From an optimization exercise on the open Yosys and OpenROAD flow, aimed at a short achievable clock period; shortcuts taken in it are not production practice.
Function was checked by simulation only, so behaviour that the tests miss may differ from the original.

**flow/design.v**
```verilog
`timescale 1ns / 1ps
module rotator
    #( 
    parameter DATA_WIDTH    = 12,
    parameter ANGLE_WIDTH   = 16,
    parameter ROTATOR_NUMBER = 1
    )(  
    input                                   clk,
    input                                   rst,
    input  wire signed [DATA_WIDTH:0]       x_i,
    input  wire signed [DATA_WIDTH:0]       y_i,
    input  wire signed [ANGLE_WIDTH:0]      z_i,
    input              [1:0]                quarter_in,
    input  wire        [ANGLE_WIDTH:0]      atan,
    output reg signed  [DATA_WIDTH:0]       x_o,
    output reg signed  [DATA_WIDTH:0]       y_o,
    output reg signed  [ANGLE_WIDTH:0]      z_o,
    output reg         [1:0]                quarter_out
);
wire signed [DATA_WIDTH:0] shifted_x;
wire signed [DATA_WIDTH:0] shifted_y;
assign shifted_x = x_i >>> ROTATOR_NUMBER;
assign shifted_y = y_i >>> ROTATOR_NUMBER;
always@(posedge clk)begin
    if (rst) begin
        x_o <= 0;
        y_o <= 0;
        z_o <= 0;
        quarter_out <=0;
    end else begin
        quarter_out <= quarter_in;
        if (z_i > 0) begin
            x_o <= x_i - shifted_y;
            y_o <= y_i + shifted_x;
            z_o <= z_i - atan;
        end else begin
            x_o <= x_i + shifted_y;
            y_o <= y_i - shifted_x;
            z_o <= z_i + atan;
        end
    end
end
endmodule
`timescale 1ns / 1ps
module cordic#(
    parameter DATA_WIDTH    = 12,
    parameter ANGLE_WIDTH   = 16
    )(
    input                           clk,
    input                           rst,
    input  signed [DATA_WIDTH:0]    x_i,
    input         [1:0]             quarter_in,
    input         [ANGLE_WIDTH-1:0]   theta_i,  
    output signed [DATA_WIDTH:0]    x_o,
    output signed [DATA_WIDTH:0]    y_o,
    output        [1:0]             quarter_out
    );
parameter ROTATORS_COUNT = 16;
genvar i;
wire signed   [DATA_WIDTH:0]  x_wire     [ROTATORS_COUNT:0]; 
wire signed   [DATA_WIDTH:0]  y_wire     [ROTATORS_COUNT:0]; 
wire signed   [ANGLE_WIDTH:0] z_wire     [ROTATORS_COUNT:0]; 
wire          [1:0]           quarter    [ROTATORS_COUNT:0]; 
assign x_wire[0][DATA_WIDTH:0] = x_i[DATA_WIDTH:0];
assign y_wire[0][DATA_WIDTH:0] = 0;
assign z_wire[0][ANGLE_WIDTH:0] = theta_i[ANGLE_WIDTH-1:0];
assign quarter[0][1:0] = quarter_in[1:0];
assign x_o[DATA_WIDTH:0] = x_wire[ROTATORS_COUNT][DATA_WIDTH:0];
assign y_o[DATA_WIDTH:0] = y_wire[ROTATORS_COUNT][DATA_WIDTH:0];
assign quarter_out[1:0] = quarter[ROTATORS_COUNT][1:0];
generate
    for(i=0; i < ROTATORS_COUNT; i = i + 1) begin
        rotator
        #( 
        .DATA_WIDTH    (DATA_WIDTH),
        .ANGLE_WIDTH   (ANGLE_WIDTH),
        .ROTATOR_NUMBER(i)
        ) rotator (  
        .clk        ( clk ),
        .rst        ( rst ),
        .x_i        ( x_wire[i][DATA_WIDTH:0]   ),
        .y_i        ( y_wire[i][DATA_WIDTH:0]   ),
        .z_i        ( z_wire[i][ANGLE_WIDTH:0]  ),
        .quarter_in (quarter[i]                 ),
        .atan       ( tanangle(i)               ),
        .x_o        ( x_wire[i+1][DATA_WIDTH:0] ),
        .y_o        ( y_wire[i+1][DATA_WIDTH:0] ),
        .z_o        ( z_wire[i+1][ANGLE_WIDTH:0]),
        .quarter_out( quarter[i+1]              )
        );
    end
endgenerate
function [ANGLE_WIDTH:0] tanangle;
    input [3:0] i;
begin
    case (i)
    4'b0000: tanangle = 25723;  
    4'b0001: tanangle = 15204;  
    4'b0010: tanangle = 8028;  
    4'b0011: tanangle = 4076;  
    4'b0100: tanangle = 2045;  
    4'b0101: tanangle = 1022;  
    4'b0110: tanangle = 511;  
    4'b0111: tanangle = 256;  
    4'b1000: tanangle = 128;  
    4'b1001: tanangle = 65;  
    4'b1010: tanangle = 32;  
    4'b1011: tanangle = 16;  
    4'b1100: tanangle = 8;  
    4'b1101: tanangle = 4;  
    4'b1110: tanangle = 2;  
    4'b1111: tanangle = 1;  
    endcase
    end
endfunction
endmodule
`timescale 1ns / 1ps
module Sine_wave
    #(
        parameter DATA_WIDTH    = 12,
        parameter ANGLE_WIDTH   = 16
    )(
    input                       clk,
    input                       reset,
    input                       ce,
    input  [DATA_WIDTH:0]       ampl,  
    input  [ANGLE_WIDTH-1:0]    step,  
    output [DATA_WIDTH:0]    sin_wave,
    output [DATA_WIDTH:0]    cos_wave   
);
localparam  MID_LVL = 2 << (DATA_WIDTH-1);
localparam angle_90 = 51315; 
wire signed [DATA_WIDTH:0] Xo_cordic, Yo_cordic;
reg [ANGLE_WIDTH-1:0] angle ;
wire [1:0] quarter;
localparam QUARTER_1 = 0;
localparam QUARTER_2 = 1;
localparam QUARTER_3 = 2;
localparam QUARTER_4 = 3;
reg [2:0] state;
cordic # (
    .DATA_WIDTH    (DATA_WIDTH),
    .ANGLE_WIDTH   (ANGLE_WIDTH)
    ) cordic ( 
    .clk        ( clk), 
    .rst        ( reset      ),
    .x_i        ( ampl       ), 
    .quarter_in ( state      ),
    .theta_i    ( angle      ),
    .x_o        ( Xo_cordic  ), 
    .y_o        ( Yo_cordic  ),
    .quarter_out( quarter    )
);
assign sin_wave = (quarter == QUARTER_1) | (quarter == QUARTER_2) ? MID_LVL + Yo_cordic : MID_LVL -Yo_cordic;
assign cos_wave = (quarter == QUARTER_1) | (quarter == QUARTER_4) ? MID_LVL + Xo_cordic : MID_LVL -Xo_cordic;
always@(posedge clk)begin
    if (!ce) begin
    end else if (reset) begin
        state <= QUARTER_1;
        angle <= 0;
    end else begin
        case (state)
            QUARTER_1: begin
                if (angle < angle_90 - step)
                    angle <= angle + step;
                else begin
                    state <= QUARTER_2;
                end
            end
            QUARTER_2: begin
                if (angle > step)
                    angle <= angle - step;
                else begin
                    state <= QUARTER_3;
                end
            end
            QUARTER_3: begin
                if (angle < angle_90 - step)
                    angle <= angle + step;
                else begin
                    state <= QUARTER_4;
                end
            end
            QUARTER_4: begin
                if (angle > step)
                    angle <= angle - step;
                else begin
                    state <= QUARTER_1;
                end
            end
        endcase
    end
end
endmodule
```
**flow/run.sh**
```bash
#!/bin/bash
# synth_recipe.tcl (not shown) runs the flow's synth.tcl, then flattens the netlist and writes it again
# the make line also repeats each setting of config.mk as NAME=value (left out here)
make -C /OpenROAD-flow-scripts/flow DESIGN_CONFIG=/design/flow/config.mk WORK_HOME=/design/flow/orfs CLKGATE_MAP_FILE= SYNTH_SCRIPT=/design/flow/synth_recipe.tcl finish
```
**flow/config.mk**
```make
export PLATFORM = sky130hd
export DESIGN_NAME = Sine_wave
export DESIGN_NICKNAME = Sine_wave
export VERILOG_FILES = /design/flow/design.v
export SDC_FILE = /design/flow/constraint.sdc
export NUM_CORES = 4
export LEC_CHECK = 0
export CAP_MARGIN = 20
export CORE_MARGIN = 2
export CORE_UTILIZATION = 40
export SLEW_MARGIN = 20
```
**flow/constraint.sdc**
```tcl
create_clock -name core_clock -period 3.8 [get_ports {clk}]
set_input_delay 0.7600 -clock core_clock [delete_from_list [all_inputs] [get_ports {clk}]]
set_output_delay 0.7600 -clock core_clock [all_outputs]
set_load 0.01 [all_outputs]
```
==> run summary <==
## what timing repair did
| item | 4_1_cts | 5_1_grt |
|---|---|---|
| gates resized for setup | 1 | 21 |
| endpoints found under the setup margin | 1 | 22 |
| pin swaps | 0 | 1 |
| cloned | 0 | 0 |
## layout by cell type, fill, tap and decap left out, drive strengths merged, types with 149 or more instances in the layout
| cell | instances |
|---|---|
| a21o | 189 |
| a21oi | 373 |
| buf | 178 |
| dfxtp | 702 |
| ha | 635 |
| inv | 271 |
| nand2 | 252 |
| nor2 | 846 |
| nor2b | 221 |
| nor3 | 149 |
| o21ai | 254 |
| xnor2 | 379 |
| xor2 | 204 |
## kinds of logic after synthesis
logic type | share of synthesized area
muxes | 0.0111
buffers and inverters | 0.0317
DFF | 0.298
xor gates and xnor gates | 0.106
AOI/OAI and AO/OA | 0.182
adders and majority gates | 0.181
and+or+nand+nor | 0.190
## final cells by class
type	instances	area (sq um)	share of cell area
Inverter	269	1020	0.0184
Clock buffer	111	2470	0.0444
Clock inverter	38	613	0.0110
Tap cell	1625	2030	0.0365
Timing Repair Buffer	234	2040	0.0367
Sequential cell	720	14600	0.262
Multi-Input combinational cell	4618	32900	0.591
## critical path, delay by kind of cell, from the launching register on
kind / cells / cell delay, ns
flops: 1 / 0.36
compound gates: 5 / 1.25
simple gates: 5 / 0.73
xor+xnor: 1 / 0.17
buf+inv: 3 / 0.65
fa+ha+maj: 1 / 0.31
## state kept, by name, indices dropped and copies added (netlist names)
| register | flops |
|---|---|
| cordic.genblk1.rotator.quarter_out | 32 |
| cordic.genblk1.rotator.z_o | 255 |
| cordic.genblk1.rotator.x_o | 208 |
| cordic.genblk1.rotator.y_o | 207 |
| angle | 16 |
| state | 2 |
## metal layers
| layer | wire, um | GRT usage | vias to the layer above |
|---|---|---|---|
| li1 | - | - | 20800 |
| met1 | 52900 | 0.226 | 18000 |
| met2 | 49900 | 0.291 | 475 |
| met3 | 3130 | 0.0221 | 141 |
| met4 | 2530 | 0.0446 | 0 |
| met5 | 0 | 0 | - |
## metrics by stage
step / setup TNS (ns) / util
final: 0 / 0.458
after global routing: -0.0249 / 0.458
after CTS: 0 / 0.457
after detailed placement: -6.74 / 0.432
after global placement: -6.66 / 0.432
after floorplan: 0 / -
## final timing paths
path                                            startpoint                                  endpoint  cells past startpoint
setup / recovery          cordic.genblk1[5].rotator.z_o[0]         cordic.genblk1[6].rotator.x_o[11]                     15
hold / removal    cordic.genblk1[7].rotator.quarter_out[1]  cordic.genblk1[8].rotator.quarter_out[1]                      1
setup reg to reg          cordic.genblk1[5].rotator.z_o[0]         cordic.genblk1[6].rotator.x_o[11]                     15
hold reg to reg   cordic.genblk1[7].rotator.quarter_out[1]  cordic.genblk1[8].rotator.quarter_out[1]                      1
==> summary.txt <==
STA
  – Final setup margin: 0.213 ns
  – RSZ-0062 raised after global routing: true
  – Slew HR: 0.421
  – Max Fclk: 0.279 GHz
  – Final setup fails: 0
  – Period minus WS final: 3.59 ns
  – Setup Skew: 0.0414 ns
  – Fin. max-slew vios: 0
  – Final period util: 0.944
  – Hold slack: 0.419 ns
  – Hold Fails Final Rpt: 0
  – Worst-Margin Slew: 0.869 ns

Logic synthesis
  – Ys flop type: dfxtp_1
  – Cells after Synth: 5,742
  – Cell Area, Synth: 48,900 sq um
  – Syn_area_per_cell: 8.52 sq um
  – Top-count cell post-synth: nor2_1
  – Sequential fraction of the synthesis area: 0.298
  – Largest area contributor in the synthesized netlist: dfxtp_1
  – Largest cells by area after synthesis: dfxtp_1 (29%), ha_1 (16%), xnor2_1 (6.8%), nor2_1 (6.5%), a21oi_1 (3.8%)
  – Syn. warnings: 19
  – Async SR Flop Fraction: 0
  – Number of synthesized flops with an enable pin: 18
  – Synth Register Bits: 720
  – Most frequent cells after synthesis: nor2_1 (845), dfxtp_1 (702), ha_1 (635)
  – Post-synth top area share: 0.287
  – Syn_nets: 6,455
  – Synth unique cells: 87

Global routing
  – Antenna violations before repair: 0
  – GRT Total Usage: 0.171
  – Gr ovfl total: 0
  – Largest net degree at the start of global routing: 110
  – Vias in the first global route: 38,200
  – First-pass GRT wire length: 183,000 um

Route
  – Wire per inst: 14.2 um
  – Vias: 39,400
  – Drt pass-1 iters: 5
  – Routed wire length: 108,000 um
  – Initial DRC count: 2,208
  – Drt drc: 0
  – Post-route ant nets: 0
  – DR vias/cell: 5.18

Setup path
  – WS Path Type: register to register
  – CP max stage cell: a2111oi_0
  – CP endpoint kind: register
  – CP cell instances: nor4_1 -> buf_4 -> a41oi_2 -> buf_4 -> nand2_1 -> o21ai_0 -> ha_1 -> a21oi_1 -> o21ai_0 -> a2111oi_0 -> buf_4 -> nor4_1 -> nor3_1 -> xor2_1 -> nor2_1
  – Critical path's largest stage delay: 0.56 ns
  – WP data required: 4.35 ns
  – Critical Path Source Type: register
  – Most frequent CP cell: buf_4
  – CP Data Arrival Time: 4.14 ns
  – Crit Path Max Fanout: 13

Clock network
  – CTS Hold Buffers Added: 0
  – Postcts setup bufs: 0
  – Clk slew on worst S/H paths: 0.06 ns
  – CTS H-tree lvls: 3
  – Worst-Skew Late Latency: 0.66 ns
  – Clock Sinks: 720
  – TritonCTS buffer count: 83
  – CTS tree: done
  – CTS root buffer: clkbuf_16
  – Clk buf depth: 3

Place
  – Dpl cells: 7,466
  – Worst slack, placed: -0.391 ns
  – Placed instance area: 52,500 sq um
  – Number of buffers added on ports: 57
  – Dpl hpwl: 84,200 um
  – Routability cong.: 0.879

Finish
  – Layout cells sized above 1: 0.0716
  – Filler cells: 11,800
  – ANT cells: 0
  – Synthesis-to-finish area growth: 13.8%
  – Count of non-filler cells in the finished layout: 7,615
  – Post-route cell area: 55,700 sq um
  – Final-stage net count: 6,639

Floorplan
  – Area of the core: 122,000 sq um
  – Starting Density: 0.402
  – # IOs: 58
  – Die width: 354 um
  – Die Ht: 354 um
  – Die area: 125,000 sq um
  – Row Count: 128

Run
  – Max-cap violations: 0

Status
  – Status: finished clean

Worst hold path
  – HP Class: register to register

-- afterwards: timing with drivers on the ports --
No port has a modelled driver above. Below, the same layout with a new extraction and two added sets of constraints. Step 1 (the two cells are an assumption about what drives the block):
set clk [get_ports {clk}]
set_driving_cell -lib_cell sky130_fd_sc_hd__clkbuf_16 $clk
set_driving_cell -lib_cell sky130_fd_sc_hd__buf_2 [delete_from_list [all_inputs] $clk]
Step 2 moves the port delays by t, midway between the first and last clock arrival at a register: inputs arrive t later, outputs are due t later. That takes back most of the time a late clock gives input paths. Slacks: ideal ports / drivers / drivers and shift; pairs: ideal ports / drivers.
t, ns: 0.710
slack for setup (ns): 0.213 / 0.213 / -0.394
hold WS [ns]: 0.419 / 0.419 / 0.419
worst setup path after step 2: input to register
worst register clock-pin slew, ns: 0.06 / 0.06
Met with ideal ports but missed after step 2: setup timing in this run. For this run, drivers alone change the setup slack by 0.000 ns; drivers and shift together by -0.607 ns.
